This design comes from an exercise in tuning for small area and a short achievable clock period on the open sky130 flow, not from production work.
Only simulation tests tie the RTL to the original design; equivalence was not proved.
No activity file was given, so power comes from the tool's default toggle rates.

==> flow/design.v, too long to show whole: its modules and the start of the top module <==
// module mult_cell: 4 lines
// module mult_ha: 4 lines
// module mult_buf: 3 lines
// module mult_inv: 3 lines
// module mult_nand2: 3 lines
// module mult_nor2: 3 lines
// module mult_orpn: 3 lines
// module mult_andpn: 3 lines
// module mult_aoi21b: 3 lines
// module mult_oai21b: 3 lines
// module mult_aoi21: 3 lines
// module mult_oai21: 3 lines
// module mult_man: 1664 lines
module mult_man (
  input clk, input rstn, input data_rdy,
  input [16:0] mult1_signed, input [16:0] mult2_signed,
  output [31:0] res, output [33:0] res_signed, output res_rdy, output [32:0] res_final);
  // ...
==> flow/flow/run.sh <==
#!/bin/bash
# The standard layout (standard.sh) with two changes:
# - the port buffers that buffer_ports inserts are sky130_fd_sc_hd__buf_2 cells (resized later as
#   needed) instead of the delay cell buffer_ports picks by itself; every port still gets one;
# - ABC maps the design's small gate modules for a 1 fF load instead of 5 fF, so that it does
#   not pick x2/x4 drive strengths for single gates (the resizer upsizes where timing needs it).
set -euo pipefail
bash standard.sh 'BUFFER_PORTS_ARGS=-buffer_cell sky130_fd_sc_hd__buf_2' ABC_LOAD_IN_FF=1 finish > standard_flow.log 2>&1
==> flow/standard.sh <==
#!/bin/bash
# synth_recipe.tcl (not shown) runs the flow's synth.tcl, then flattens the netlist and writes it again
# the make line also repeats each setting of config.mk as NAME=value (left out here)
make -C /OpenROAD-flow-scripts/flow DESIGN_CONFIG=/design/flow/config.mk WORK_HOME=/design/flow/orfs CLKGATE_MAP_FILE= SYNTH_SCRIPT=/design/flow/synth_recipe.tcl "${@:-finish}"
==> flow/config.mk <==
export PLATFORM = sky130hd
export DESIGN_NAME = mult_man
export DESIGN_NICKNAME = mult_man
export VERILOG_FILES = /design/flow/design.v
export SDC_FILE = /design/flow/constraint.sdc
export NUM_CORES = 4
export LEC_CHECK = 0
export CAP_MARGIN = 20
export CORE_MARGIN = 2
export CORE_UTILIZATION = 40
export SETUP_SLACK_MARGIN = 2.3
export SLEW_MARGIN = 20
export SYNTH_HIERARCHICAL = 1
export TNS_END_PERCENT = 0
==> flow/constraint.sdc <==
create_clock -name core_clock -period 4.5 [get_ports {clk}]
set_input_delay 0.9000 -clock core_clock [delete_from_list [all_inputs] [get_ports {clk}]]
set_output_delay 0.9000 -clock core_clock [all_outputs]
set_load 0.01 [all_outputs]
==> impl_table.tex, run 1 <==
\begin{tabular}{lr}
\hline
Metric & Value \\
\hline
\multicolumn{2}{l}{\textbf{Synth}} \\
\quad Synthesized-area fraction occupied by ao, oa, aoi and oai cells & 9.07\% \\
\quad Post-synthesis xor/xnor area fraction & 17.7\% \\
\quad Syn Std Cell Area & 15100 um\^{}2 \\
\quad Largest family of logic cells by synthesized area & XOR/XNOR gates \\
\quad Post-synthesis area per instance & 9.92 um\^{}2 \\
\quad Dominant register cell in the synthesized netlist & dfxtp\_1 \\
\quad Area share of and/or/nand/nor cells after synthesis & 14.1\% \\
\quad Ranking of synthesized cells by instance count & 219 x xnor2\_1, 196 x dfxtp\_1, 167 x nand2\_1 \\
\quad Cells after synthesis & 1518 \\
\multicolumn{2}{l}{\textbf{Detailed routing}} \\
\quad Routed length on met2 & 13.3 mm \\
\multicolumn{2}{l}{\textbf{Global routing}} \\
\quad Maximum number of pins on one net before global-route repair & 50 \\
\quad Initial antenna violation count & 0 \\
\quad Leftover overflow at the end of global routing & 0 \\
\quad Number of global-route vias before repair & 9808 \\
\multicolumn{2}{l}{\textbf{Worst setup path}} \\
\quad Endpoint of the worst register-to-register path & p2\_c19\_3\$\_DFF\_P\_ \\
\quad Critical setup path kind & reg2reg \\
\quad Category of the worst setup path capture point & flop \\
\multicolumn{2}{l}{\textbf{Placed design}} \\
\quad Pre-CTS setup slack & 1.76 ns \\
\quad DPL Wire Length & 22.5 mm \\
\multicolumn{2}{l}{\textbf{Power}} \\
\quad Clock network power share & 18.3\% \\
\quad Sequential Power & 4.27 mW \\
\quad P\_comb & 6.47 mW \\
\quad Relative contribution of sequential cells to total power & 32.5\% \\
\multicolumn{2}{l}{\textbf{Layout}} \\
\quad Number of inserted filler cells in the final layout & 3567 \\
\quad Fraction of layout instances using a drive strength above 1 & 16.0\% \\
\quad Final Non-Filler Cells & 2101 \\
\quad Number of signal-net inverters in the final layout & 67 \\
\quad Number of sequential cells in the layout & 264 \\
\quad Commonest non-fill, non-tap cell in the layout & xnor2\_1 \\
\quad Regs by FF count & rs\_q: 33 flops, r\_q: 31 flops \\
\quad Clock buf/inv share & 5.87\% \\
\quad Total number of multi-input combinational cells & 1060 \\
\multicolumn{2}{l}{\textbf{Timing}} \\
\quad Setup TNS & 0 ns \\
\quad Max-slew violation count & 0 \\
\quad Final worst-path cycle share & 48.9\% \\
\quad Hold Slack & 0.305 ns \\
\multicolumn{2}{l}{\textbf{Floorplanning}} \\
\quad Die Span Y & 198 um \\
\quad Die ar. & 39200 um\^{}2 \\
\multicolumn{2}{l}{\textbf{CTS}} \\
\quad Number of hold buffers added after CTS & 0 \\
\quad Number of sinks on the clock net & 264 \\
\quad Clock slew seen by the registers of the worst setup and hold paths & 0.06 ns \\
\multicolumn{2}{l}{\textbf{Run status}} \\
\quad Status & finished clean \\
\hline
\end{tabular}
==> inputs of run 2 (changes only) <==
--- a/flow/config.mk
+++ b/flow/config.mk
@@ -9,5 +9,5 @@
 export CORE_MARGIN = 2
 export CORE_UTILIZATION = 40
-export SETUP_SLACK_MARGIN = 2.3
+export SETUP_SLACK_MARGIN = 2.55
 export SLEW_MARGIN = 20
 export SYNTH_HIERARCHICAL = 1
==> run 2 against run 1 <==
Compared with the run above:
- fmax up 8.4%
- clock-buffer cell count down 6
- register-to-register slack improved by 0.17 ns
- first-iteration DRC count grew 18%
- largest power group unchanged
- largest cell class unchanged
- cell count increased by 2.5%
- critical path type unchanged
- utilization rose by 2.7 points
- power is 5.0% higher
- critical endpoint is now p2_c11_2$_DFF_P_
- synthesized cell count stayed put
- global-route usage up 0.64 points
- sequential power increased by 3%
- clock skew fell by 0.0053 ns
==> impl_table.tex, run 2 <==
\begin{tabular}{lr}
\hline
Metric & Value \\
\hline
\multicolumn{2}{l}{\textbf{Run status}} \\
\quad Status & finished clean (unchanged) \\
\multicolumn{2}{l}{\textbf{Timing}} \\
\quad Hold Slack & 0.326 ns (was 0.305 ns) \\
\quad Final-report setup violation count & 0 (unchanged) \\
\quad Slew of the pin with the lowest slew margin & 1.05 ns (was 0.709 ns) \\
\quad Max Freq & 493 MHz (was 455 MHz) \\
\quad Slew HR & 30.2\% (was 52.8\%) \\
\quad Setup TNS & 0 ns (unchanged) \\
\quad Final critical-path setup slack & 2.47 ns (was 2.30 ns) \\
\quad RSZ-0062 raised after global routing & true (unchanged) \\
\quad Max-slew violation count & 0 (unchanged) \\
\quad Time the final worst path needs with I/O delays and setup & 2.03 ns (was 2.20 ns) \\
\quad Final worst clock skew & 0.0161 ns (was 0.0214 ns) \\
\quad Number of endpoints with negative hold slack in the final report & 0 (unchanged) \\
\quad Final worst-path cycle share & 45.1\% (was 48.9\%) \\
\multicolumn{2}{l}{\textbf{Layout}} \\
\quad Regs by FF count & rs\_q: 33 flops, r\_q: 31 flops (unchanged) \\
\quad Max FFs per register & 33 (unchanged) \\
\quad Commonest non-fill, non-tap cell in the layout & xnor2\_1 (unchanged) \\
\quad Finished layout cell area & 18000 um\^{}2 (was 16900 um\^{}2) \\
\quad Area growth syn-to-layout & 19.2\% (was 12.5\%) \\
\quad Fraction of layout instances using a drive strength above 1 & 24.2\% (was 16.0\%) \\
\quad Register ranked first by flip-flop count & rs\_q (unchanged) \\
\quad Number of nets in the layout & 1779 (was 1728) \\
\quad Antenna fix cells & 0 (unchanged) \\
\quad Commonest cells after routing, fill and taps aside & 204 x xnor2\_1, 154 x nand2\_1, 135 x buf\_2 (was 219 x xnor2\_1, 165 x nand2\_1, 159 x dfxtp\_1) \\
\quad Final Non-Filler Cells & 2154 (was 2101) \\
\quad Post-layout utilization of the core & 48.0\% (was 45.3\%) \\
\multicolumn{2}{l}{\textbf{Global routing}} \\
\quad Wire length of the first global-routing pass & 53.5 mm (was 51.8 mm) \\
\quad Overall Global Routing Usage & 17.1\% (was 16.4\%) \\
\quad Number of global-route vias before repair & 10095 (was 9808) \\
\quad Maximum number of pins on one net before global-route repair & 41 (was 50) \\
\quad Leftover overflow at the end of global routing & 0 (unchanged) \\
\quad Initial antenna violation count & 0 (unchanged) \\
\multicolumn{2}{l}{\textbf{Detailed routing}} \\
\quad Detailed-route vias per instance & 4.68 (was 4.69) \\
\quad Number of DRC markers in iteration 0 & 743 (was 632) \\
\quad Average wire length per cell after detail routing & 15.7 um (was 15.0 um) \\
\quad DRC & 0 (unchanged) \\
\quad DRT Wirelength & 33.7 mm (was 31.4 mm) \\
\quad Count of antenna-violating nets left after detailed routing & 0 (unchanged) \\
\quad Via Count & 10085 (was 9847) \\
\quad Detailed-routing iteration count for the pre-antenna-repair pass & 6 (was 5) \\
\multicolumn{2}{l}{\textbf{CTS}} \\
\quad CTS H-tree depth & 1 (unchanged) \\
\quad Number of sinks on the clock net & 264 (unchanged) \\
\quad Number of hold buffers added after CTS & 0 (unchanged) \\
\quad Root buffer cell & clkbuf\_16 (unchanged) \\
\quad Clock slew seen by the registers of the worst setup and hold paths & 0.06 ns (about the same) \\
\quad Maximum count of clock buffers along a single path & 3 (unchanged) \\
\quad Clock latency on the worst-skew pair & 0.56 ns (was 0.55 ns) \\
\quad TritonCTS clock tree & done (unchanged) \\
\quad Number of buffers added by the clock tree synthesis step & 29 (was 28) \\
\multicolumn{2}{l}{\textbf{Synth}} \\
\quad Share of the yosys chip area belonging to registers & 37.3\% (unchanged) \\
\quad Post-synthesis area per instance & 9.92 um\^{}2 (unchanged) \\
\quad Synth top area share & 26.0\% (unchanged) \\
\quad Largest family of logic cells by synthesized area & XOR/XNOR gates (unchanged) \\
\quad Dominant register cell in the synthesized netlist & dfxtp\_1 (unchanged) \\
\quad Area share of fa/ha/maj cells after synthesis & 15.5\% (unchanged) \\
\quad Multiplexer area fraction after synthesis & 0\% (unchanged) \\
\quad Number of enable flip-flop cells after synthesis & 0 (unchanged) \\
\quad Ranking of synthesized cells by instance count & 219 x xnor2\_1, 196 x dfxtp\_1, 167 x nand2\_1 (unchanged) \\
\quad Area share of and/or/nand/nor cells after synthesis & 14.1\% (unchanged) \\
\quad Number of distinct library cells after synthesis & 30 (unchanged) \\
\quad Cell with the most instances after synthesis & xnor2\_1 (unchanged) \\
\quad Dominant cell type by area after synthesis & dfxtp\_1 (unchanged) \\
\quad Post-synthesis xor/xnor area fraction & 17.7\% (unchanged) \\
\quad Syn Std Cell Area & 15100 um\^{}2 (unchanged) \\
\quad Cells after synthesis & 1518 (unchanged) \\
\quad Share of synthesized registers carrying an async set or reset & 25.8\% (unchanged) \\
\quad Synthesized-area fraction occupied by ao, oa, aoi and oai cells & 9.07\% (unchanged) \\
\quad Synth Net Count & 1677 (unchanged) \\
\quad Number of storage elements in the synthesis netlist & 264 (unchanged) \\
\quad Cells taking the most area after synthesis & dfxtp\_1 26\%, fa\_1 14\%, xnor2\_1 13\% (unchanged) \\
\quad Total number of yosys warnings & 7 (unchanged) \\
\multicolumn{2}{l}{\textbf{Power}} \\
\quad Combinational power share & 50.2\% (was 49.2\%) \\
\quad Leak Pwr & 7.56 nW (was 7.11 nW) \\
\quad Switching Fraction & 38.7\% (was 38.8\%) \\
\quad Internal power & 8.47 mW (was 8.04 mW) \\
\quad Maximum ir drop on the vdd rail & 0.000317 V (was 0.000357 V) \\
\quad Relative contribution of sequential cells to total power & 32.0\% (was 32.5\%) \\
\quad Reported net switching power & 5.34 mW (was 5.10 mW) \\
\quad Clock network power share & 17.8\% (was 18.3\%) \\
\quad Tot Pwr & 13.8 mW (was 13.1 mW) \\
\quad Pwr Density & 769 nW/um\^{}2 (was 776 nW/um\^{}2) \\
\multicolumn{2}{l}{\textbf{Placed design}} \\
\quad Pre-CTS setup slack & 1.93 ns (was 1.76 ns) \\
\quad Placed Instance Area & 15800 um\^{}2 (about the same) \\
\quad Cell count after placement & 2043 (was 2047) \\
\quad Routability-driven placement congestion ratio & 0.869 (was 0.856) \\
\quad DPL Wire Length & 22.6 mm (was 22.5 mm) \\
\quad Count of input and output buffers & 135 (unchanged) \\
\multicolumn{2}{l}{\textbf{Worst setup path}} \\
\quad Required time of the critical path & 4.93 ns (was 4.92 ns) \\
\quad Logic depth of the worst register-to-register path & 5 (was 4) \\
\quad Category of the worst setup path capture point & flop (unchanged) \\
\quad Nature of the critical path startpoint & flop (unchanged) \\
\quad Worst Path Max Fanout & 8 (was 16) \\
\quad Arrival time worst endpoint & 2.46 ns (was 2.62 ns) \\
\quad Critical setup path kind & reg2reg (unchanged) \\
\multicolumn{2}{l}{\textbf{Hold path}} \\
\quad HP Class & reg2reg (was in2async) \\
\quad Hold depth & 0 \\
\multicolumn{2}{l}{\textbf{Floorplanning}} \\
\quad Die ar. & 39200 um\^{}2 (unchanged) \\
\quad X dimension of the die & 198 um (unchanged) \\
\quad Initial standard-cell utilization of the core & 40.3\% (unchanged) \\
\quad Number of top-level pins & 137 (unchanged) \\
\quad Die Span Y & 198 um (unchanged) \\
\quad Std-Cell Rows & 71 (unchanged) \\
\quad Std-Cell Core Area & 37400 um\^{}2 (unchanged) \\
\multicolumn{2}{l}{\textbf{Flow run}} \\
\quad Max Cap Viol & 0 (unchanged) \\
\hline
\end{tabular}
==> run 2: cell type report <==
cell class | instances | area [um^2]
fillers | 3465 | 19400
multi-input cells | 1060 | 8970
flip-flops and latches | 264 | 5820
repair buffers | 198 | 1270
clock buffers | 37 | 786
well taps | 511 | 639
inverters | 67 | 251
clock inverters | 17 | 225
==> run 2: what timing repair did <==
| item | in CTS | in global routing |
|---|---|---|
| buffers inserted | 7 | 48 |
| gates cloned | 0 | 2 |
| pin swaps | 6 | 41 |
| endpoints found under the setup margin | 209 | 187 |
| gates resized for setup | 89 | 108 |
==> run 2: power by group through the flow <==
| stage | clock (mW) | sequential (mW) | combinational [mW] |
|---|---|---|---|
| after floorplan | 0 | 4.05 | 5.04 |
| after global placement | 0 | 4.37 | 6.05 |
| after detailed placement | 0 | 4.39 | 6.22 |
| after CTS | 2.53 | 4.36 | 6.40 |
| after global routing | 2.62 | 4.54 | 7.91 |
| final | 2.46 | 4.41 | 6.93 |
==> run 2: cell families (layout without fill, tap and decap cells) <==
family	after synthesis	after routing
AND/OR/NAND/NOR	442	442
flip-flops	264	264
other	1	1
AO/OA/AOI/OAI	198	198
XOR/XNOR	297	297
buffers and inverters	194	319
adder cells (fa/ha/maj)	122	122
==> run 2: metal layers <==
| metal | vias up | share of wire (%) | GRT usage (%) | wire length, um |
|---|---|---|---|---|
| met5 | - | 0 | 0 | 0 |
| met4 | 0 | 2.3 | 5.57 | 771 |
| met3 | 70 | 7.8 | 2.83 | 2630 |
| met2 | 390 | 44 | 27.1 | 15000 |
| met1 | 4672 | 46 | 23.7 | 15400 |
| li1 | 4953 | - | - | - |
==> run 2: worst max-delay path, cell delays in order (launching register included) <==
cell and delay [ns]:
dfxtp_4 0.42, buf_6 0.18, a22oi_1 0.11, xnor2_1 0.16
fa_1 0.60, fa_1 0.43
==> run 2: final timing paths <==
| check | start | slack [ns] | endpoint |
|---|---|---|---|
| min | p2_n_0$_DFF_P_ | 0.33 | p3_n_0$_DFF_P_ |
| max reg2reg | p1_am_11$_DFF_P_ | 2.47 | p2_c11_2$_DFF_P_ |
| max in group asynchronous | rstn | 3.17 | v1$_DFF_PN0_ |
| min in group asynchronous | rstn | 0.38 | r_q[10]$_DFF_PN0_ |
| min reg2reg | p2_n_0$_DFF_P_ | 0.33 | p3_n_0$_DFF_P_ |
| max | p1_am_11$_DFF_P_ | 2.47 | p2_c11_2$_DFF_P_ |
==> run 2: Yosys stat by module (local to each module, per instance), excerpt <==
module      cells inside  area, um^2  copies in the design
mult_man            1010       10900                     1
mult_cell              1        20.0                   108
mult_ha                1        12.5                    14
mult_orpn              1        6.26                    47
mult_aoi21             1        5.00                    17
mult_oai21             1        5.00                    24
mult_nor2              1        3.75                    61
==> inputs of run 3 (changes only) <==
--- a/flow/config.mk
+++ b/flow/config.mk
@@ -9,5 +9,5 @@
 export CORE_MARGIN = 2
 export CORE_UTILIZATION = 40
-export SETUP_SLACK_MARGIN = 2.55
+export SETUP_SLACK_MARGIN = 2.45
 export SLEW_MARGIN = 20
 export SYNTH_HIERARCHICAL = 1
==> run 3 against run 2 <==
Compared with the run above:
- still clean on timing, DRC and antenna
- worst setup slack got worse by 0.032 ns
- hold slack improved by 0.0027 ns
- final area decreased by 4.0%
- critical endpoint is now p2_c18_3$_DFF_P_
- highest routed layer is now met5
==> impl_table.tex, run 3 <==
\begin{tabular}{lr}
\hline
Metric & Value \\
\hline
\multicolumn{2}{l}{\textbf{Detailed routing}} \\
\quad Average wire length per cell after detail routing & 15.3 um (was 15.7 um) \\
\quad Detailed-route vias per instance & 4.69 (was 4.68) \\
\quad DRT Wirelength & 32.3 mm (was 33.7 mm) \\
\quad Count of antenna-violating nets left after detailed routing & 0 (unchanged) \\
\quad DRC & 0 (unchanged) \\
\quad Number of DRC markers in iteration 0 & 693 (was 743) \\
\quad Via Count & 9896 (was 10085) \\
\quad Detailed-routing iteration count for the pre-antenna-repair pass & 6 (unchanged) \\
\multicolumn{2}{l}{\textbf{Synth}} \\
\quad Share of synthesized registers carrying an async set or reset & 25.8\% (unchanged) \\
\quad Dominant register cell in the synthesized netlist & dfxtp\_1 (unchanged) \\
\quad Ranking of synthesized cells by instance count & 219 x xnor2\_1, 196 x dfxtp\_1, 167 x nand2\_1 (unchanged) \\
\quad Largest family of logic cells by synthesized area & XOR/XNOR gates (unchanged) \\
\quad Post-synthesis area per instance & 9.92 um\^{}2 (unchanged) \\
\quad Total number of yosys warnings & 7 (unchanged) \\
\quad Number of distinct library cells after synthesis & 30 (unchanged) \\
\quad Syn Std Cell Area & 15100 um\^{}2 (unchanged) \\
\quad Number of storage elements in the synthesis netlist & 264 (unchanged) \\
\quad Area share of and/or/nand/nor cells after synthesis & 14.1\% (unchanged) \\
\quad Post-synthesis xor/xnor area fraction & 17.7\% (unchanged) \\
\quad Dominant cell type by area after synthesis & dfxtp\_1 (unchanged) \\
\quad Cell with the most instances after synthesis & xnor2\_1 (unchanged) \\
\quad Synth Net Count & 1677 (unchanged) \\
\quad Multiplexer area fraction after synthesis & 0\% (unchanged) \\
\quad Cells after synthesis & 1518 (unchanged) \\
\quad Share of the yosys chip area belonging to registers & 37.3\% (unchanged) \\
\quad Area share of fa/ha/maj cells after synthesis & 15.5\% (unchanged) \\
\quad Cells taking the most area after synthesis & dfxtp\_1 26\%, fa\_1 14\%, xnor2\_1 13\% (unchanged) \\
\quad Synth top area share & 26.0\% (unchanged) \\
\quad Synthesized-area fraction occupied by ao, oa, aoi and oai cells & 9.07\% (unchanged) \\
\quad Number of enable flip-flop cells after synthesis & 0 (unchanged) \\
\multicolumn{2}{l}{\textbf{Worst setup path}} \\
\quad Critical setup path kind & reg2reg (unchanged) \\
\quad Required time of the critical path & 4.91 ns (was 4.93 ns) \\
\quad Nature of the critical path startpoint & flop (unchanged) \\
\quad Crit-path cells & a22oi\_1 -> xnor2\_1 -> fa\_1 -> fa\_1 (was buf\_6 -> a22oi\_1 -> xnor2\_1 -> fa\_1 -> fa\_1) \\
\quad Worst Path Max Fanout & 17 (was 8) \\
\quad Category of the worst setup path capture point & flop (unchanged) \\
\quad Most frequent cell on the critical path & fa\_1 (unchanged) \\
\quad Arrival time worst endpoint & 2.48 ns (was 2.46 ns) \\
\quad R2R setup slack & 2.44 ns (was 2.47 ns) \\
\quad CP Buf/Inv Count & 0 (was 1) \\
\quad Delay-heaviest family, CP & adder cells (unchanged) \\
\quad Worst path slowest cell & fa\_1 (unchanged) \\
\quad Crit path largest cell delay & 0.50 ns (was 0.60 ns) \\
\multicolumn{2}{l}{\textbf{Power}} \\
\quad Tot Pwr & 13.3 mW (was 13.8 mW) \\
\quad Internal power & 8.11 mW (was 8.47 mW) \\
\quad Maximum ir drop on the vdd rail & 0.000342 V (was 0.000317 V) \\
\quad Switching Fraction & 39.1\% (was 38.7\%) \\
\quad Reported net switching power & 5.20 mW (was 5.34 mW) \\
\quad Relative contribution of sequential cells to total power & 32.5\% (was 32.0\%) \\
\quad Pwr Density & 772 nW/um\^{}2 (was 769 nW/um\^{}2) \\
\quad Leak Pwr & 7.24 nW (was 7.56 nW) \\
\quad Clock network power share & 17.8\% (about the same) \\
\quad Combinational power share & 49.8\% (was 50.2\%) \\
\multicolumn{2}{l}{\textbf{Floorplanning}} \\
\quad Die Span Y & 198 um (unchanged) \\
\quad Std-Cell Rows & 71 (unchanged) \\
\quad X dimension of the die & 198 um (unchanged) \\
\quad Die ar. & 39200 um\^{}2 (unchanged) \\
\quad Std-Cell Core Area & 37400 um\^{}2 (unchanged) \\
\quad Number of top-level pins & 137 (unchanged) \\
\quad Initial standard-cell utilization of the core & 40.3\% (unchanged) \\
\multicolumn{2}{l}{\textbf{Layout}} \\
\quad Commonest non-fill, non-tap cell in the layout & xnor2\_1 (unchanged) \\
\quad Multi-input combinational cell area & 8740 um\^{}2 (was 8970 um\^{}2) \\
\quad Commonest cells after routing, fill and taps aside & 206 x xnor2\_1, 162 x nand2\_1, 150 x dfxtp\_1 (was 204 x xnor2\_1, 154 x nand2\_1, 135 x buf\_2) \\
\quad Number of nets in the layout & 1736 (was 1779) \\
\quad Register ranked first by flip-flop count & rs\_q (unchanged) \\
\quad Antenna fix cells & 0 (unchanged) \\
\quad Fraction of layout instances using a drive strength above 1 & 18.5\% (was 24.2\%) \\
\quad Post-layout utilization of the core & 46.1\% (was 48.0\%) \\
\quad Area of all sequential standard cells & 5770 um\^{}2 (was 5820 um\^{}2) \\
\quad Max FFs per register & 33 (unchanged) \\
\quad Number of inserted filler cells in the final layout & 3526 (was 3465) \\
\quad Area growth syn-to-layout & 14.4\% (was 19.2\%) \\
\quad Regs by FF count & rs\_q: 33 flops, r\_q: 31 flops (unchanged) \\
\multicolumn{2}{l}{\textbf{CTS}} \\
\quad Maximum count of clock buffers along a single path & 3 (unchanged) \\
\quad TritonCTS clock tree & done (unchanged) \\
\quad Number of sinks on the clock net & 264 (unchanged) \\
\quad Root buffer cell & clkbuf\_16 (unchanged) \\
\quad Clock slew seen by the registers of the worst setup and hold paths & 0.06 ns (about the same) \\
\quad Number of hold buffers added after CTS & 0 (unchanged) \\
\quad CTS H-tree depth & 1 (unchanged) \\
\quad Clock latency on the worst-skew pair & 0.56 ns (about the same) \\
\quad Number of buffers added by the clock tree synthesis step & 28 (was 29) \\
\multicolumn{2}{l}{\textbf{Global routing}} \\
\quad Overall Global Routing Usage & 16.4\% (was 17.1\%) \\
\quad Wire length of the first global-routing pass & 51.8 mm (was 53.5 mm) \\
\quad Initial antenna violation count & 2 (was 0) \\
\quad Maximum number of pins on one net before global-route repair & 69 (was 41) \\
\quad Leftover overflow at the end of global routing & 0 (unchanged) \\
\quad Number of global-route vias before repair & 9966 (was 10095) \\
\multicolumn{2}{l}{\textbf{Timing}} \\
\quad Time the final worst path needs with I/O delays and setup & 2.06 ns (was 2.03 ns) \\
\quad Final worst-path cycle share & 45.8\% (was 45.1\%) \\
\quad Slew of the pin with the lowest slew margin & 0.951 ns (was 1.05 ns) \\
\quad Max Freq & 485 MHz (was 493 MHz) \\
\quad Final worst clock skew & 0.0219 ns (was 0.0161 ns) \\
\quad RSZ-0062 raised after global routing & true (unchanged) \\
\quad Setup TNS & 0 ns (unchanged) \\
\quad Final-report setup violation count & 0 (unchanged) \\
\quad Slew HR & 36.5\% (was 30.2\%) \\
\quad Number of endpoints with negative hold slack in the final report & 0 (unchanged) \\
\quad Max-slew violation count & 0 (unchanged) \\
\multicolumn{2}{l}{\textbf{Flow run}} \\
\quad Max Cap Viol & 0 (unchanged) \\
\multicolumn{2}{l}{\textbf{Placed design}} \\
\quad Routability-driven placement congestion ratio & 0.850 (was 0.869) \\
\quad Count of input and output buffers & 135 (unchanged) \\
\quad DPL Wire Length & 22.8 mm (was 22.6 mm) \\
\multicolumn{2}{l}{\textbf{Hold path}} \\
\quad HP Class & reg2reg (unchanged) \\
\multicolumn{2}{l}{\textbf{Run status}} \\
\quad Status & finished clean (unchanged) \\
\hline
\end{tabular}
## run 3: metrics by stage
step | instance area (um^2) | hold WS, ns | worst slack [ns] | cells
final | 17200 | 0.328 | 2.44 | 2110
after global routing | 17200 | 0.341 | 2.37 | 2110
after CTS | 17000 | 0.327 | 2.41 | 2102
after detailed placement | 15800 | 0.313 | 1.93 | 2045
after global placement | 15800 | 0.313 | 2.01 | 2045
after floorplan | 15100 | 0.310 | 2.40 | 1518
## run 3: worst paths after layout
kind	endpoint	from	cells after the start
max	p2_c18_3$_DFF_P_	p1_am_4$_DFF_P_	4
min	p3_h2_0$_DFF_P_	p2_c2_0$_DFF_P_	0
max reg2reg	p2_c18_3$_DFF_P_	p1_am_4$_DFF_P_	4
min reg2reg	p3_h2_0$_DFF_P_	p2_c2_0$_DFF_P_	0
max in group asynchronous	v2$_DFF_PN0_	rstn	2
min in group asynchronous	rs_q[10]$_DFF_PN0_	rstn	2
## run 3: kinds of logic after synthesis
kind of cell | Yosys count
AOI/OAI and AO/OA | 198
other | 1
buffers and inverters | 194
DFF | 264
xor gates and xnor gates | 297
and+or+nand+nor | 442
adders and majority gates | 122
## run 3: per-layer routing
metal,share of wire (%),vias to the layer above,global-route usage [%]
met2,42,358,25.4
met4,2.3,2,5.40
met3,8.0,61,3.12
met1,47,4612,23.1
li1,-,4863,-
met5,0.025,-,0
## run 3: final cells by class
cell class,instances,share of cell area [%]
clock buffers,45,5.03
clock inverters,7,0.581
inverters,67,1.46
multi-input cells,1060,50.7
flip-flops and latches,264,33.5
well taps,511,3.71
repair buffers,156,5.02
## run 3: timing repair
item | 4_1_cts | 5_1_grt
setup buffers | 5 | 8
pin swaps | 4 | 9
setup endpoints to repair | 109 | 68
gates resized for setup | 69 | 56
## run 3: Yosys stat by module (local to each module, per instance), a selection
module	copies in the design	flip-flops and latches	area, um^2
mult_oai21	24	0	5.00
mult_oai21b	7	0	7.51
mult_cell	108	0	20.0
mult_nand2	104	0	3.75
mult_aoi21b	23	0	7.51
mult_andpn	40	0	6.26
## run 3: power by group through the flow
stage	logic, mW	clock network (mW)	registers (mW)
after floorplan	5.00	0	4.04
after global placement	6.18	0	4.30
after detailed placement	6.38	0	4.32
after CTS	6.49	2.43	4.29
after global routing	7.51	2.52	4.45
final	6.62	2.37	4.32
## run 3: worst register-to-register path, delay by kind of cell, from the launching register on
family / cells / cell delay [ns]
AOI/OAI and AO/OA: 1 / 0.16
adders and majority gates: 2 / 0.95
DFF: 1 / 0.49
xor gates and xnor gates: 1 / 0.33
==> inputs of run 4 (changes only) <==
--- a/flow/config.mk
+++ b/flow/config.mk
@@ -9,4 +9,7 @@
 export CORE_MARGIN = 2
 export CORE_UTILIZATION = 40
+export CTS_BUF_LIST = sky130_fd_sc_hd__clkbuf_16
+export CTS_CLUSTER_DIAMETER = 80
+export CTS_CLUSTER_SIZE = 30
 export SETUP_SLACK_MARGIN = 2.45
 export SLEW_MARGIN = 20
==> run 4 against run 3 <==
Compared with the run above:
- sequential cell count unchanged
- die area stayed put
- combinational power about the same
- utilization decreased by 1.3 points
- critical path type unchanged
- critical endpoint is now p2_c19_3$_DFF_P_
- highest routed layer is now met4
==> impl_table.tex, run 4 <==
\begin{tabular}{lr}
\hline
Metric & Value \\
\hline
\multicolumn{2}{l}{\textbf{Layout}} \\
\quad Post-layout utilization of the core & 44.8\% (was 46.1\%) \\
\quad Regs by FF count & rs\_q: 33 flops, r\_q: 31 flops (unchanged) \\
\quad Commonest cells after routing, fill and taps aside & 208 x xnor2\_1, 162 x nand2\_1, 146 x dfxtp\_1 (was 206 x xnor2\_1, 162 x nand2\_1, 150 x dfxtp\_1) \\
\quad Final Non-Filler Cells & 2080 (was 2110) \\
\quad Commonest non-fill, non-tap cell in the layout & xnor2\_1 (unchanged) \\
\quad Number of inserted filler cells in the final layout & 3574 (was 3526) \\
\quad Max FFs per register & 33 (unchanged) \\
\quad Antenna fix cells & 0 (unchanged) \\
\quad Register ranked first by flip-flop count & rs\_q (unchanged) \\
\quad Area growth syn-to-layout & 11.2\% (was 14.4\%) \\
\quad Number of nets in the layout & 1720 (was 1736) \\
\quad Area of all sequential standard cells & 5770 um\^{}2 (about the same) \\
\quad Multi-input combinational cell area & 8720 um\^{}2 (was 8740 um\^{}2) \\
\quad Fraction of layout instances using a drive strength above 1 & 17.7\% (was 18.5\%) \\
\quad Finished layout cell area & 16800 um\^{}2 (was 17200 um\^{}2) \\
\multicolumn{2}{l}{\textbf{Synth}} \\
\quad Cells after synthesis & 1518 (unchanged) \\
\quad Cell with the most instances after synthesis & xnor2\_1 (unchanged) \\
\quad Number of storage elements in the synthesis netlist & 264 (unchanged) \\
\quad Dominant cell type by area after synthesis & dfxtp\_1 (unchanged) \\
\quad Cells taking the most area after synthesis & dfxtp\_1 26\%, fa\_1 14\%, xnor2\_1 13\% (unchanged) \\
\quad Total number of yosys warnings & 7 (unchanged) \\
\quad Syn Std Cell Area & 15100 um\^{}2 (unchanged) \\
\quad Number of distinct library cells after synthesis & 30 (unchanged) \\
\quad Synth top area share & 26.0\% (unchanged) \\
\quad Ranking of synthesized cells by instance count & 219 x xnor2\_1, 196 x dfxtp\_1, 167 x nand2\_1 (unchanged) \\
\quad Synth Net Count & 1677 (unchanged) \\
\quad Dominant register cell in the synthesized netlist & dfxtp\_1 (unchanged) \\
\quad Share of synthesized registers carrying an async set or reset & 25.8\% (unchanged) \\
\quad Number of enable flip-flop cells after synthesis & 0 (unchanged) \\
\quad Post-synthesis area per instance & 9.92 um\^{}2 (unchanged) \\
\quad Share of the yosys chip area belonging to registers & 37.3\% (unchanged) \\
\multicolumn{2}{l}{\textbf{Worst setup path}} \\
\quad Nature of the critical path startpoint & flop (unchanged) \\
\quad Worst Path Max Fanout & 14 (was 17) \\
\quad Worst setup path endpoint & p2\_c19\_3\$\_DFF\_P\_ (was p2\_c18\_3\$\_DFF\_P\_) \\
\quad Endpoint of the worst register-to-register path & p2\_c19\_3\$\_DFF\_P\_ (was p2\_c18\_3\$\_DFF\_P\_) \\
\quad R2R setup slack & 2.42 ns (was 2.44 ns) \\
\quad Required time of the critical path & 4.91 ns (about the same) \\
\quad Launching instance or port of the critical path & p1\_neg5\_0\$\_DFF\_P\_ (was p1\_am\_4\$\_DFF\_P\_) \\
\quad Category of the worst setup path capture point & flop (unchanged) \\
\quad Logic depth of the worst register-to-register path & 4 (unchanged) \\
\quad Arrival time worst endpoint & 2.48 ns (about the same) \\
\quad Reg-to-Reg Start & p1\_neg5\_0\$\_DFF\_P\_ (was p1\_am\_4\$\_DFF\_P\_) \\
\quad Critical setup path kind & reg2reg (unchanged) \\
\multicolumn{2}{l}{\textbf{Timing}} \\
\quad Final critical-path setup slack & 2.42 ns (was 2.44 ns) \\
\quad Time the final worst path needs with I/O delays and setup & 2.08 ns (was 2.06 ns) \\
\quad Number of endpoints with negative hold slack in the final report & 0 (unchanged) \\
\quad Slew HR & 37.1\% (was 36.5\%) \\
\quad Max-slew violation count & 0 (unchanged) \\
\quad Final worst clock skew & 0.0271 ns (was 0.0219 ns) \\
\quad Max Freq & 482 MHz (was 485 MHz) \\
\quad Slew of the pin with the lowest slew margin & 0.943 ns (was 0.951 ns) \\
\quad RSZ-0062 raised after global routing & true (unchanged) \\
\quad Setup TNS & 0 ns (unchanged) \\
\quad Final worst-path cycle share & 46.1\% (was 45.8\%) \\
\quad Hold Slack & 0.337 ns (was 0.328 ns) \\
\quad Final-report setup violation count & 0 (unchanged) \\
\multicolumn{2}{l}{\textbf{Detailed routing}} \\
\quad DRC & 0 (unchanged) \\
\quad Via Count & 9726 (was 9896) \\
\quad Count of antenna-violating nets left after detailed routing & 0 (unchanged) \\
\quad Average wire length per cell after detail routing & 15.2 um (was 15.3 um) \\
\quad Detailed-route vias per instance & 4.68 (was 4.69) \\
\quad Number of DRC markers in iteration 0 & 641 (was 693) \\
\quad DRT Wirelength & 31.7 mm (was 32.3 mm) \\
\quad Detailed-routing iteration count for the pre-antenna-repair pass & 6 (unchanged) \\
\multicolumn{2}{l}{\textbf{CTS}} \\
\quad Clock latency on the worst-skew pair & 0.52 ns (was 0.56 ns) \\
\quad Number of hold buffers added after CTS & 0 (unchanged) \\
\quad Root buffer cell & clkbuf\_16 (unchanged) \\
\quad TritonCTS clock tree & done (unchanged) \\
\quad Number of buffers added by the clock tree synthesis step & 15 (was 28) \\
\quad Maximum count of clock buffers along a single path & 3 (unchanged) \\
\quad Number of sinks on the clock net & 264 (unchanged) \\
\quad Clock slew seen by the registers of the worst setup and hold paths & 0.11 ns (was 0.06 ns) \\
\quad CTS H-tree depth & 1 (unchanged) \\
\multicolumn{2}{l}{\textbf{Global routing}} \\
\quad Overall Global Routing Usage & 16.2\% (was 16.4\%) \\
\quad Leftover overflow at the end of global routing & 0 (unchanged) \\
\quad Wire length of the first global-routing pass & 51.3 mm (was 51.8 mm) \\
\quad Number of global-route vias before repair & 9740 (was 9966) \\
\quad Maximum number of pins on one net before global-route repair & 69 (unchanged) \\
\quad Initial antenna violation count & 1 (was 2) \\
\multicolumn{2}{l}{\textbf{Placed design}} \\
\quad DPL Wire Length & 22.8 mm (unchanged) \\
\quad Pre-CTS setup slack & 1.93 ns (unchanged) \\
\quad Routability-driven placement congestion ratio & 0.850 (unchanged) \\
\quad Cell count after placement & 2045 (unchanged) \\
\quad Count of input and output buffers & 135 (unchanged) \\
\quad Placed Instance Area & 15800 um\^{}2 (unchanged) \\
\multicolumn{2}{l}{\textbf{Floorplanning}} \\
\quad Initial standard-cell utilization of the core & 40.3\% (unchanged) \\
\quad X dimension of the die & 198 um (unchanged) \\
\quad Std-Cell Core Area & 37400 um\^{}2 (unchanged) \\
\quad Die Span Y & 198 um (unchanged) \\
\quad Std-Cell Rows & 71 (unchanged) \\
\quad Number of top-level pins & 137 (unchanged) \\
\quad Die ar. & 39200 um\^{}2 (unchanged) \\
\multicolumn{2}{l}{\textbf{Power}} \\
\quad Tot Pwr & 12.5 mW (was 13.3 mW) \\
\quad Pwr Density & 747 nW/um\^{}2 (was 772 nW/um\^{}2) \\
\quad Leak Pwr & 6.99 nW (was 7.24 nW) \\
\quad Maximum ir drop on the vdd rail & 0.000260 V (was 0.000342 V) \\
\multicolumn{2}{l}{\textbf{Hold path}} \\
\quad HP Class & reg2reg (unchanged) \\
\quad Hold depth & 0 (unchanged) \\
\multicolumn{2}{l}{\textbf{Flow run}} \\
\quad Max Cap Viol & 0 (unchanged) \\
\multicolumn{2}{l}{\textbf{Run status}} \\
\quad Status & finished clean (unchanged) \\
\hline
\end{tabular}
[run 4: cell counts after synthesis]
No cell type changed its count.
[run 4: worst min-delay path by stage]
stage	startpoint	end
after floorplan	p1_n_0$_DFF_P_	p2_n_0$_DFF_P_
after global placement	p2_n_0$_DFF_P_	p3_n_0$_DFF_P_
after detailed placement	p2_c2_0$_DFF_P_	p3_h2_0$_DFF_P_
after CTS	p2_c2_0$_DFF_P_	p3_h2_0$_DFF_P_
after global routing	p2_c1_0$_DFF_P_	p3_h1_0$_DFF_P_
final	p2_c1_0$_DFF_P_	p3_h1_0$_DFF_P_
[run 4: modules after synthesis, one instance, submodules excluded, a selection]
| module | cells inside | flops+latches |
|---|---|---|
| mult_aoi21b | 1 | 0 |
| mult_andpn | 1 | 0 |
| mult_orpn | 1 | 0 |
| mult_nor2 | 1 | 0 |
| mult_oai21b | 1 | 0 |
| mult_nand2 | 1 | 0 |
[run 4: worst max-delay path, stage by stage (launching register included)]
cell and delay [ns]:
dfxtp_4 0.53, buf_4 0.24, xnor2_1 0.18, fa_1 0.52, fa_1 0.49
[run 4: what timing repair did]
item                                    4_1_cts  5_1_grt
setup buffers                                 5        5
endpoints found under the setup margin      109       74
pin swaps                                     4        7
gates resized for setup                      69       56
[run 4: power by group]
group / leakage, nW / total, mW / switching [mW] / internal (mW)
combinational: 4.21 / 6.62 / 3.39 / 3.23
clock: 0.255 / 1.59 / 0.862 / 0.724
sequential: 2.53 / 4.32 / 0.874 / 3.44
total: 6.99 / 12.5 / 5.12 / 7.40
[run 4: per-layer routing]
metal	GRT usage, %	part of all wire [%]	vias up
li1	-	-	4819
met1	23.5	48	4574
met2	25.5	43	297
met3	2.37	7.0	36
met4	3.73	1.5	0
met5	0	0	-
[run 4: area by class of cell]
| class | count | share of cell area, % |
|---|---|---|
| well taps | 511 | 3.82 |
| clock buffers | 15 | 2.24 |
| inverters | 67 | 1.50 |
| repair buffers | 153 | 5.03 |
| flip-flops and latches | 264 | 34.4 |
| clock inverters | 10 | 0.926 |
| multi-input cells | 1060 | 52.0 |
[run 4: cells by family (layout without fill, tap and decap cells)]
| group | count (synthesis) | count (layout) | share of synthesized area (%) |
|---|---|---|---|
| AO/OA/AOI/OAI | 198 | 198 | 9.07 |
| XOR/XNOR | 297 | 297 | 17.7 |
| adder cells (fa/ha/maj) | 122 | 122 | 15.5 |
| buffers and inverters | 194 | 245 | 6.25 |
| flip-flops | 264 | 264 | 37.3 |
| other | 1 | 1 | 0.0249 |
| AND/OR/NAND/NOR | 442 | 442 | 14.1 |
==> inputs of run 5 (changes only) <==
--- a/flow/config.mk
+++ b/flow/config.mk
@@ -12,5 +12,5 @@
 export CTS_CLUSTER_DIAMETER = 80
 export CTS_CLUSTER_SIZE = 30
-export SETUP_SLACK_MARGIN = 2.45
+export SETUP_SLACK_MARGIN = 2.4
 export SLEW_MARGIN = 20
 export SYNTH_HIERARCHICAL = 1
==> run 5 against run 4 <==
Compared with the run above:
- clock power is 8% lower
- sequential power shrank 0.9%
- wire length is 2.5% lower
- synthesized area unchanged
- critical path type unchanged
- critical endpoint unchanged
==> impl_table.tex, run 5 <==
\begin{tabular}{lr}
\hline
Metric & Value \\
\hline
\multicolumn{2}{l}{\textbf{Timing}} \\
\quad Final worst clock skew & 0.0327 ns (was 0.0271 ns) \\
\quad Slew HR & 36.2\% (was 37.1\%) \\
\quad Final worst-path cycle share & 46.5\% (was 46.1\%) \\
\quad Number of endpoints with negative hold slack in the final report & 0 (unchanged) \\
\quad Max-slew violation count & 0 (unchanged) \\
\quad Slew of the pin with the lowest slew margin & 0.956 ns (was 0.943 ns) \\
\quad Time the final worst path needs with I/O delays and setup & 2.09 ns (was 2.08 ns) \\
\quad Max Freq & 478 MHz (was 482 MHz) \\
\quad Setup TNS & 0 ns (unchanged) \\
\quad Final-report setup violation count & 0 (unchanged) \\
\quad RSZ-0062 raised after global routing & true (unchanged) \\
\multicolumn{2}{l}{\textbf{Synth}} \\
\quad Synth Net Count & 1677 (unchanged) \\
\quad Share of the yosys chip area belonging to registers & 37.3\% (unchanged) \\
\quad Post-synthesis area per instance & 9.92 um\^{}2 (unchanged) \\
\quad Synth top area share & 26.0\% (unchanged) \\
\quad Share of synthesized registers carrying an async set or reset & 25.8\% (unchanged) \\
\quad Syn Std Cell Area & 15100 um\^{}2 (unchanged) \\
\quad Cells taking the most area after synthesis & dfxtp\_1 26\%, fa\_1 14\%, xnor2\_1 13\% (unchanged) \\
\quad Cells after synthesis & 1518 (unchanged) \\
\quad Cell with the most instances after synthesis & xnor2\_1 (unchanged) \\
\quad Number of distinct library cells after synthesis & 30 (unchanged) \\
\quad Number of storage elements in the synthesis netlist & 264 (unchanged) \\
\quad Number of enable flip-flop cells after synthesis & 0 (unchanged) \\
\quad Total number of yosys warnings & 7 (unchanged) \\
\quad Ranking of synthesized cells by instance count & 219 x xnor2\_1, 196 x dfxtp\_1, 167 x nand2\_1 (unchanged) \\
\quad Dominant register cell in the synthesized netlist & dfxtp\_1 (unchanged) \\
\quad Dominant cell type by area after synthesis & dfxtp\_1 (unchanged) \\
\multicolumn{2}{l}{\textbf{Layout}} \\
\quad Final Non-Filler Cells & 2077 (was 2080) \\
\quad Register ranked first by flip-flop count & rs\_q (unchanged) \\
\quad Area growth syn-to-layout & 9.98\% (was 11.2\%) \\
\quad Post-layout utilization of the core & 44.3\% (was 44.8\%) \\
\quad Max FFs per register & 33 (unchanged) \\
\quad Commonest non-fill, non-tap cell in the layout & xnor2\_1 (unchanged) \\
\quad Regs by FF count & rs\_q: 33 flops, r\_q: 31 flops (unchanged) \\
\quad Number of inserted filler cells in the final layout & 3633 (was 3574) \\
\quad Number of nets in the layout & 1717 (was 1720) \\
\quad Antenna fix cells & 0 (unchanged) \\
\quad Fraction of layout instances using a drive strength above 1 & 15.9\% (was 17.7\%) \\
\quad Commonest cells after routing, fill and taps aside & 217 x xnor2\_1, 165 x nand2\_1, 151 x dfxtp\_1 (was 208 x xnor2\_1, 162 x nand2\_1, 146 x dfxtp\_1) \\
\quad Finished layout cell area & 16600 um\^{}2 (was 16800 um\^{}2) \\
\multicolumn{2}{l}{\textbf{Floorplanning}} \\
\quad Std-Cell Rows & 71 (unchanged) \\
\quad Initial standard-cell utilization of the core & 40.3\% (unchanged) \\
\quad Std-Cell Core Area & 37400 um\^{}2 (unchanged) \\
\quad Die ar. & 39200 um\^{}2 (unchanged) \\
\quad X dimension of the die & 198 um (unchanged) \\
\quad Number of top-level pins & 137 (unchanged) \\
\quad Die Span Y & 198 um (unchanged) \\
\multicolumn{2}{l}{\textbf{Placed design}} \\
\quad Count of input and output buffers & 135 (unchanged) \\
\quad Placed Instance Area & 15800 um\^{}2 (about the same) \\
\quad Routability-driven placement congestion ratio & 0.846 (was 0.850) \\
\quad Cell count after placement & 2048 (was 2045) \\
\quad DPL Wire Length & 22.5 mm (was 22.8 mm) \\
\multicolumn{2}{l}{\textbf{Detailed routing}} \\
\quad Detailed-route vias per instance & 4.70 (was 4.68) \\
\quad Average wire length per cell after detail routing & 14.9 um (was 15.2 um) \\
\quad Number of DRC markers in iteration 0 & 630 (was 641) \\
\quad DRT Wirelength & 30.9 mm (was 31.7 mm) \\
\quad DRC & 0 (unchanged) \\
\quad Via Count & 9760 (was 9726) \\
\quad Count of antenna-violating nets left after detailed routing & 0 (unchanged) \\
\quad Detailed-routing iteration count for the pre-antenna-repair pass & 6 (unchanged) \\
\multicolumn{2}{l}{\textbf{Worst setup path}} \\
\quad Worst path slowest cell & dfxtp\_2 (was dfxtp\_4) \\
\quad CP Buf/Inv Count & 3 (was 1) \\
\quad Nature of the critical path startpoint & flop (unchanged) \\
\quad Required time of the critical path & 4.89 ns (was 4.91 ns) \\
\quad Delay-heaviest family, CP & adder cells (unchanged) \\
\quad Critical setup path kind & reg2reg (unchanged) \\
\quad Crit path largest cell delay & 0.52 ns (was 0.53 ns) \\
\quad Category of the worst setup path capture point & flop (unchanged) \\
\quad Arrival time worst endpoint & 2.48 ns (about the same) \\
\quad Worst Path Max Fanout & 28 (was 14) \\
\quad Crit-path cells & buf\_8 -> xnor2\_1 -> inv\_1 -> fa\_1 -> inv\_1 -> fa\_1 (was buf\_4 -> xnor2\_1 -> fa\_1 -> fa\_1) \\
\multicolumn{2}{l}{\textbf{CTS}} \\
\quad Maximum count of clock buffers along a single path & 3 (unchanged) \\
\quad Clock latency on the worst-skew pair & 0.52 ns (about the same) \\
\quad Number of buffers added by the clock tree synthesis step & 15 (unchanged) \\
\quad CTS H-tree depth & 1 (unchanged) \\
\quad Number of sinks on the clock net & 264 (unchanged) \\
\quad TritonCTS clock tree & done (unchanged) \\
\quad Clock slew seen by the registers of the worst setup and hold paths & 0.10 ns (was 0.11 ns) \\
\quad Root buffer cell & clkbuf\_16 (unchanged) \\
\quad Number of hold buffers added after CTS & 0 (unchanged) \\
\multicolumn{2}{l}{\textbf{Power}} \\
\quad Internal power & 7.22 mW (was 7.40 mW) \\
\quad Clock network power share & 12.0\% (was 12.7\%) \\
\quad Reported net switching power & 5.01 mW (was 5.12 mW) \\
\quad Maximum ir drop on the vdd rail & 0.000306 V (was 0.000260 V) \\
\quad Leak Pwr & 6.89 nW (was 6.99 nW) \\
\quad Pwr Density & 739 nW/um\^{}2 (was 747 nW/um\^{}2) \\
\quad Switching Fraction & 41.0\% (was 40.9\%) \\
\quad Relative contribution of sequential cells to total power & 34.9\% (was 34.5\%) \\
\quad Combinational power share & 53.1\% (was 52.8\%) \\
\multicolumn{2}{l}{\textbf{Flow run}} \\
\quad Max Cap Viol & 0 (unchanged) \\
\multicolumn{2}{l}{\textbf{Global routing}} \\
\quad Initial antenna violation count & 0 (was 1) \\
\quad Wire length of the first global-routing pass & 50.6 mm (was 51.3 mm) \\
\quad Overall Global Routing Usage & 16.0\% (was 16.2\%) \\
\quad Maximum number of pins on one net before global-route repair & 41 (was 69) \\
\quad Number of global-route vias before repair & 9675 (was 9740) \\
\quad Leftover overflow at the end of global routing & 0 (unchanged) \\
\multicolumn{2}{l}{\textbf{Run status}} \\
\quad Status & finished clean (unchanged) \\
\multicolumn{2}{l}{\textbf{Hold path}} \\
\quad HP Class & reg2reg (unchanged) \\
\hline
\end{tabular}
==> run 5: changes by cell type in the layout (fill, tap and decap cells not counted), moves of 3 or more <==
cell	before	now
xnor2_1	208	217
dfxtp_1	146	151
nand2_1	162	165
dfxtp_4	33	26
xnor2_2	20	11
buf_4	14	11
==> run 5: per-module statistics from Yosys (local to each module, per instance), a selection <==
module | cells inside | copies in the design
mult_cell | 1 | 108
mult_andpn | 1 | 40
mult_aoi21b | 1 | 23
mult_oai21b | 1 | 7
mult_ha | 1 | 14
mult_nor2 | 1 | 61
mult_aoi21 | 1 | 17
mult_man | 1010 | 1
mult_nand2 | 1 | 104
==> run 5: logic make-up (layout without fill, tap and decap cells) <==
logic type      Yosys count  after routing  share of synthesized area [%]
flops                   264            264                           37.3
xor+xnor                297            297                           17.7
compound gates          198            198                           9.07
other cells               1              1                         0.0249
fa+ha+maj               122            122                           15.5
simple gates            442            442                           14.1
buf+inv                 194            242                           6.25
==> run 5: worst paths after layout <==
path,startpoint,endpoint,slack (ns),cells after the start
max reg2reg,p1_top_0$_DFF_P_,p2_c19_3$_DFF_P_,2.41,6
max,p1_top_0$_DFF_P_,p2_c19_3$_DFF_P_,2.41,6
min reg2reg,p2_c1_0$_DFF_P_,p3_h1_0$_DFF_P_,0.33,0
min,p2_c1_0$_DFF_P_,p3_h1_0$_DFF_P_,0.33,0
max in group asynchronous,rstn,v3$_DFF_PN0_,3.19,2
min in group asynchronous,rstn,rs_q[9]$_DFF_PN0_,0.40,1
==> run 5: layout make-up <==
type	instances	area, um^2	area share (%)
Clock buffer	15	375	2.27
Clock inverter	10	96.3	0.582
Timing Repair Buffer	150	841	5.08
Inverter	67	251	1.52
Sequential cell	264	5750	34.7
Multi-Input combinational cell	1060	8620	52.0
Tap cell	511	639	3.86
==> run 5: metrics by stage <==
| step | hold slack, ns | setup WS, ns | power [mW] |
|---|---|---|---|
| 6_report | 0.332 | 2.41 | 12.2 |
| 5_1_grt | 0.352 | 2.34 | 13.4 |
| 4_1_cts | 0.337 | 2.37 | 12.3 |
| 3_5_place_dp | 0.312 | 1.74 | 10.7 |
| 3_3_place_gp | 0.317 | 1.81 | 10.6 |
| 2_1_floorplan | 0.310 | 2.34 | 9.04 |
==> run 5: power groups by stage <==
stage / sequential, mW / clock [mW] / combinational (mW)
2_1_floorplan: 4.04 / 0 / 4.99
3_3_place_gp: 4.28 / 0 / 6.29
3_5_place_dp: 4.31 / 0 / 6.41
4_1_cts: 4.26 / 1.51 / 6.48
5_1_grt: 4.41 / 1.60 / 7.42
6_report: 4.28 / 1.47 / 6.49
==> run 5: repair_timing <==
| action | CTS | global route |
|---|---|---|
| setup buffers | 2 | 2 |
| setup endpoints to repair | 114 | 61 |
| hold endpoints to repair | 0 | 0 |
| cloned | 0 | 0 |
| pin swaps | 3 | 4 |
| gates resized for setup | 53 | 46 |
==> run 5: routing by layer <==
| metal | global-route usage [%] | share of wire, % |
|---|---|---|
| met1 | 22.7 | 48 |
| met2 | 24.6 | 42 |
| met3 | 3.65 | 8.1 |
| met5 | 0 | 0 |
| met4 | 3.87 | 2.3 |
==> inputs of run 6 (changes only) <==
--- a/flow/config.mk
+++ b/flow/config.mk
@@ -12,5 +12,5 @@
 export CTS_CLUSTER_DIAMETER = 80
 export CTS_CLUSTER_SIZE = 30
-export SETUP_SLACK_MARGIN = 2.4
+export SETUP_SLACK_MARGIN = 2.55
 export SLEW_MARGIN = 20
 export SYNTH_HIERARCHICAL = 1
==> run 6 against run 5 <==
Compared with the run above:
- utilization up 1.4 points
- final area up 3.2%
- die area is the same
- still clean
- combinational power rose by 2%
- synthesized area did not move
- sequential power is 2% higher
==> impl_table.tex, run 6 <==
\begin{tabular}{lr}
\hline
Metric & Value \\
\hline
\multicolumn{2}{l}{\textbf{Timing}} \\
\quad Number of endpoints with negative hold slack in the final report & 0 (unchanged) \\
\quad Slew HR & 31.0\% (was 36.2\%) \\
\quad Final worst clock skew & 0.0290 ns (was 0.0327 ns) \\
\quad Final worst-path cycle share & 44.8\% (was 46.5\%) \\
\quad Setup TNS & 0 ns (unchanged) \\
\quad Final critical-path setup slack & 2.48 ns (was 2.41 ns) \\
\quad Max-slew violation count & 0 (unchanged) \\
\quad Slew of the pin with the lowest slew margin & 1.03 ns (was 0.956 ns) \\
\quad Max Freq & 496 MHz (was 478 MHz) \\
\quad Time the final worst path needs with I/O delays and setup & 2.02 ns (was 2.09 ns) \\
\quad Final-report setup violation count & 0 (unchanged) \\
\quad RSZ-0062 raised after global routing & true (unchanged) \\
\multicolumn{2}{l}{\textbf{Detailed routing}} \\
\quad DRC & 0 (unchanged) \\
\quad Met3 wire length & 2.45 mm (was 2.51 mm) \\
\quad Detailed-routing iteration count for the pre-antenna-repair pass & 5 (was 6) \\
\quad Routed length on met2 & 14.4 mm (was 12.9 mm) \\
\quad Number of DRC markers in iteration 0 & 660 (was 630) \\
\quad DRT Wirelength & 32.8 mm (was 30.9 mm) \\
\quad Average wire length per cell after detail routing & 15.6 um (was 14.9 um) \\
\quad Max layer used & met4 (unchanged) \\
\quad Detailed-route vias per instance & 4.72 (was 4.70) \\
\quad Count of antenna-violating nets left after detailed routing & 0 (unchanged) \\
\quad Wire length on met1 & 15.5 mm (was 14.8 mm) \\
\quad Via Count & 9933 (was 9760) \\
\multicolumn{2}{l}{\textbf{Layout}} \\
\quad Area growth syn-to-layout & 13.5\% (was 9.98\%) \\
\quad Number of nets in the layout & 1746 (was 1717) \\
\quad Commonest non-fill, non-tap cell in the layout & xnor2\_1 (unchanged) \\
\quad Fraction of layout instances using a drive strength above 1 & 21.0\% (was 15.9\%) \\
\quad Antenna fix cells & 0 (unchanged) \\
\quad Commonest cells after routing, fill and taps aside & 210 x xnor2\_1, 157 x nand2\_1, 137 x dfxtp\_1 (was 217 x xnor2\_1, 165 x nand2\_1, 151 x dfxtp\_1) \\
\quad Register ranked first by flip-flop count & rs\_q (unchanged) \\
\quad Regs by FF count & rs\_q: 33 flops, r\_q: 31 flops (unchanged) \\
\quad Max FFs per register & 33 (unchanged) \\
\multicolumn{2}{l}{\textbf{Placed design}} \\
\quad DPL Wire Length & 22.6 mm (was 22.5 mm) \\
\quad Pre-CTS setup slack & 1.93 ns (was 1.74 ns) \\
\quad Routability-driven placement congestion ratio & 0.869 (was 0.846) \\
\quad Count of input and output buffers & 135 (unchanged) \\
\multicolumn{2}{l}{\textbf{Global routing}} \\
\quad Maximum number of pins on one net before global-route repair & 41 (unchanged) \\
\quad Number of global-route vias before repair & 9875 (was 9675) \\
\quad Wire length of the first global-routing pass & 52.8 mm (was 50.6 mm) \\
\quad Overall Global Routing Usage & 16.8\% (was 16.0\%) \\
\quad Initial antenna violation count & 0 (unchanged) \\
\quad Leftover overflow at the end of global routing & 0 (unchanged) \\
\multicolumn{2}{l}{\textbf{Worst setup path}} \\
\quad Nature of the critical path startpoint & flop (unchanged) \\
\quad CP Buf/Inv Count & 1 (was 3) \\
\quad Delay-heaviest family, CP & adder cells (unchanged) \\
\quad Category of the worst setup path capture point & flop (unchanged) \\
\quad Crit-path cells & buf\_4 -> a22oi\_2 -> xnor2\_1 -> fa\_1 -> fa\_1 (was buf\_8 -> xnor2\_1 -> inv\_1 -> fa\_1 -> inv\_1 -> fa\_1) \\
\quad Critical setup path kind & reg2reg (unchanged) \\
\quad Worst Path Max Fanout & 9 (was 28) \\
\quad Worst path slowest cell & fa\_1 (was dfxtp\_2) \\
\quad Arrival time worst endpoint & 2.42 ns (was 2.48 ns) \\
\quad Most frequent cell on the critical path & fa\_1 \\
\quad Crit path largest cell delay & 0.46 ns (was 0.52 ns) \\
\quad Required time of the critical path & 4.90 ns (was 4.89 ns) \\
\multicolumn{2}{l}{\textbf{Synth}} \\
\quad Share of synthesized registers carrying an async set or reset & 25.8\% (unchanged) \\
\quad Syn Std Cell Area & 15100 um\^{}2 (unchanged) \\
\quad Cells after synthesis & 1518 (unchanged) \\
\quad Number of storage elements in the synthesis netlist & 264 (unchanged) \\
\quad Cell with the most instances after synthesis & xnor2\_1 (unchanged) \\
\quad Synth Net Count & 1677 (unchanged) \\
\quad Total number of yosys warnings & 7 (unchanged) \\
\quad Dominant cell type by area after synthesis & dfxtp\_1 (unchanged) \\
\quad Dominant register cell in the synthesized netlist & dfxtp\_1 (unchanged) \\
\quad Share of the yosys chip area belonging to registers & 37.3\% (unchanged) \\
\quad Cells taking the most area after synthesis & dfxtp\_1 26\%, fa\_1 14\%, xnor2\_1 13\% (unchanged) \\
\quad Post-synthesis area per instance & 9.92 um\^{}2 (unchanged) \\
\quad Synth top area share & 26.0\% (unchanged) \\
\quad Ranking of synthesized cells by instance count & 219 x xnor2\_1, 196 x dfxtp\_1, 167 x nand2\_1 (unchanged) \\
\quad Number of distinct library cells after synthesis & 30 (unchanged) \\
\quad Number of enable flip-flop cells after synthesis & 0 (unchanged) \\
\multicolumn{2}{l}{\textbf{Power}} \\
\quad Tot Pwr & 12.5 mW (was 12.2 mW) \\
\quad Maximum ir drop on the vdd rail & 0.000227 V (was 0.000306 V) \\
\quad Pwr Density & 733 nW/um\^{}2 (was 739 nW/um\^{}2) \\
\quad Leak Pwr & 7.15 nW (was 6.89 nW) \\
\multicolumn{2}{l}{\textbf{CTS}} \\
\quad Number of buffers added by the clock tree synthesis step & 15 (unchanged) \\
\quad Clock latency on the worst-skew pair & 0.52 ns (about the same) \\
\quad Maximum count of clock buffers along a single path & 3 (unchanged) \\
\quad Root buffer cell & clkbuf\_16 (unchanged) \\
\quad Number of sinks on the clock net & 264 (unchanged) \\
\quad Number of hold buffers added after CTS & 0 (unchanged) \\
\quad TritonCTS clock tree & done (unchanged) \\
\quad CTS H-tree depth & 1 (unchanged) \\
\quad Clock slew seen by the registers of the worst setup and hold paths & 0.10 ns (about the same) \\
\multicolumn{2}{l}{\textbf{Floorplanning}} \\
\quad Die ar. & 39200 um\^{}2 (unchanged) \\
\quad Initial standard-cell utilization of the core & 40.3\% (unchanged) \\
\quad Die Span Y & 198 um (unchanged) \\
\quad Number of top-level pins & 137 (unchanged) \\
\quad Std-Cell Rows & 71 (unchanged) \\
\quad X dimension of the die & 198 um (unchanged) \\
\quad Std-Cell Core Area & 37400 um\^{}2 (unchanged) \\
\multicolumn{2}{l}{\textbf{Run status}} \\
\quad Status & finished clean (unchanged) \\
\multicolumn{2}{l}{\textbf{Flow run}} \\
\quad Max Cap Viol & 0 (unchanged) \\
\multicolumn{2}{l}{\textbf{Hold path}} \\
\quad HP Class & reg2reg (unchanged) \\
\hline
\end{tabular}
-- run 6: layout make-up --
| class | instances | area (um^2) |
|---|---|---|
| clock buffers | 15 | 375 |
| clock inverters | 10 | 118 |
| fillers | 3539 | 20300 |
| inverters | 67 | 251 |
| multi-input cells | 1060 | 8830 |
| flip-flops and latches | 264 | 5810 |
| well taps | 511 | 639 |
| repair buffers | 179 | 1080 |
-- run 6: per-layer routing --
layer	vias to the layer above	GRT usage, %
li1	4871	-
met1	4663	24.0
met2	359	26.8
met3	40	2.57
met4	0	3.79
met5	-	0
-- run 6: report_power, final --
part / switching [mW] / leakage, nW / internal (mW)
Clock: 0.849 / 0.244 / 0.668
Combinational: 3.37 / 4.37 / 3.27
Sequential: 0.916 / 2.54 / 3.46
-- run 6: through the flow --
step	utilization, %	cell area (um^2)	hold slack [ns]	instances
2_1_floorplan	-	15200	0.310	1518
3_3_place_gp	42.2	15800	0.313	2043
3_5_place_dp	42.2	15800	0.312	2043
4_1_cts	44.4	16600	0.337	2076
5_1_grt	45.7	17100	0.347	2106
6_report	45.7	17100	0.335	2106
-- run 6: worst paths after layout --
| kind | start | end | slack, ns | cells after the start |
|---|---|---|---|---|
| setup / recovery | p1_one4_0$_DFF_P_ | p2_c12_2$_DFF_P_ | 2.48 | 5 |
| setup reg to reg | p1_one4_0$_DFF_P_ | p2_c12_2$_DFF_P_ | 2.48 | 5 |
| hold reg to reg | p2_c2_0$_DFF_P_ | p3_h2_0$_DFF_P_ | 0.34 | 0 |
| max in group asynchronous | rstn | rs_q[30]$_DFF_PN0_ | 3.14 | 2 |
| hold / removal | p2_c2_0$_DFF_P_ | p3_h2_0$_DFF_P_ | 0.34 | 0 |
| min in group asynchronous | rstn | r_q[8]$_DFF_PN0_ | 0.43 | 1 |
-- run 6: kinds of logic after synthesis --
group,after synthesis,synth area share (%)
and+or+nand+nor,442,14.1
xor gates and xnor gates,297,17.7
adders and majority gates,122,15.5
AOI/OAI and AO/OA,198,9.07
buffers and inverters,194,6.25
other,1,0.0249
DFF,264,37.3
-- run 6: what timing repair did --
| item | 4_1_cts | 5_1_grt |
|---|---|---|
| pin swaps | 9 | 24 |
| setup buffers | 8 | 29 |
| cloned | 0 | 1 |
| endpoints found under the setup margin | 142 | 149 |
| gates resized for setup | 97 | 66 |
-- run 6: Yosys stat by module (local to each module, per instance), a selection --
module	flip-flops and latches	cells	times used
mult_man	264	1010	1
mult_ha	0	1	14
mult_inv	0	1	63
mult_cell	0	1	108
mult_oai21	0	1	24
mult_aoi21b	0	1	23
mult_nor2	0	1	61
mult_nand2	0	1	104

## port drivers added, routing unchanged
Ports are ideal in the flow. The routed layouts listed here were re-timed in OpenROAD. Step 1: set_driving_cell puts a clkbuf_16 on clk and a buf_2 on each other input, an assumption about the parent block. Step 2 adds t to the input delays and takes it off the output delays; t is the mean of the earliest and latest rising clock arrival at the registers after step 1. Input paths then give back, and output paths get back, about the clock's delay inside the block. a / b / c = ideal ports / drivers / drivers and shift; a / b = the first two.
| run | t, ns | setup WS [ns] | worst setup path after step 2 | worst data-port slew with drivers (ns) |
|---|---|---|---|---|
| run 1 | 0.593 | 2.300 / 2.300 / 2.028 | input to register | 0.05 |
| run 2 | 0.607 | 2.470 / 2.461 / 2.192 | input to register | 0.05 |
| run 3 | 0.596 | 2.438 / 2.438 / 2.108 | input to register | 0.05 |
| run 4 | 0.556 | 2.424 / 2.424 / 2.120 | input to register | 0.05 |
| run 5 | 0.548 | 2.409 / 2.409 / 2.103 | input to register | 0.05 |
| run 6 | 0.550 | 2.484 / 2.484 / 2.206 | input to register | 0.05 |
After both steps every run listed still meets setup and hold. For run 3, which loses most, drivers alone change the setup slack by 0.000 ns; drivers and shift together by -0.330 ns.
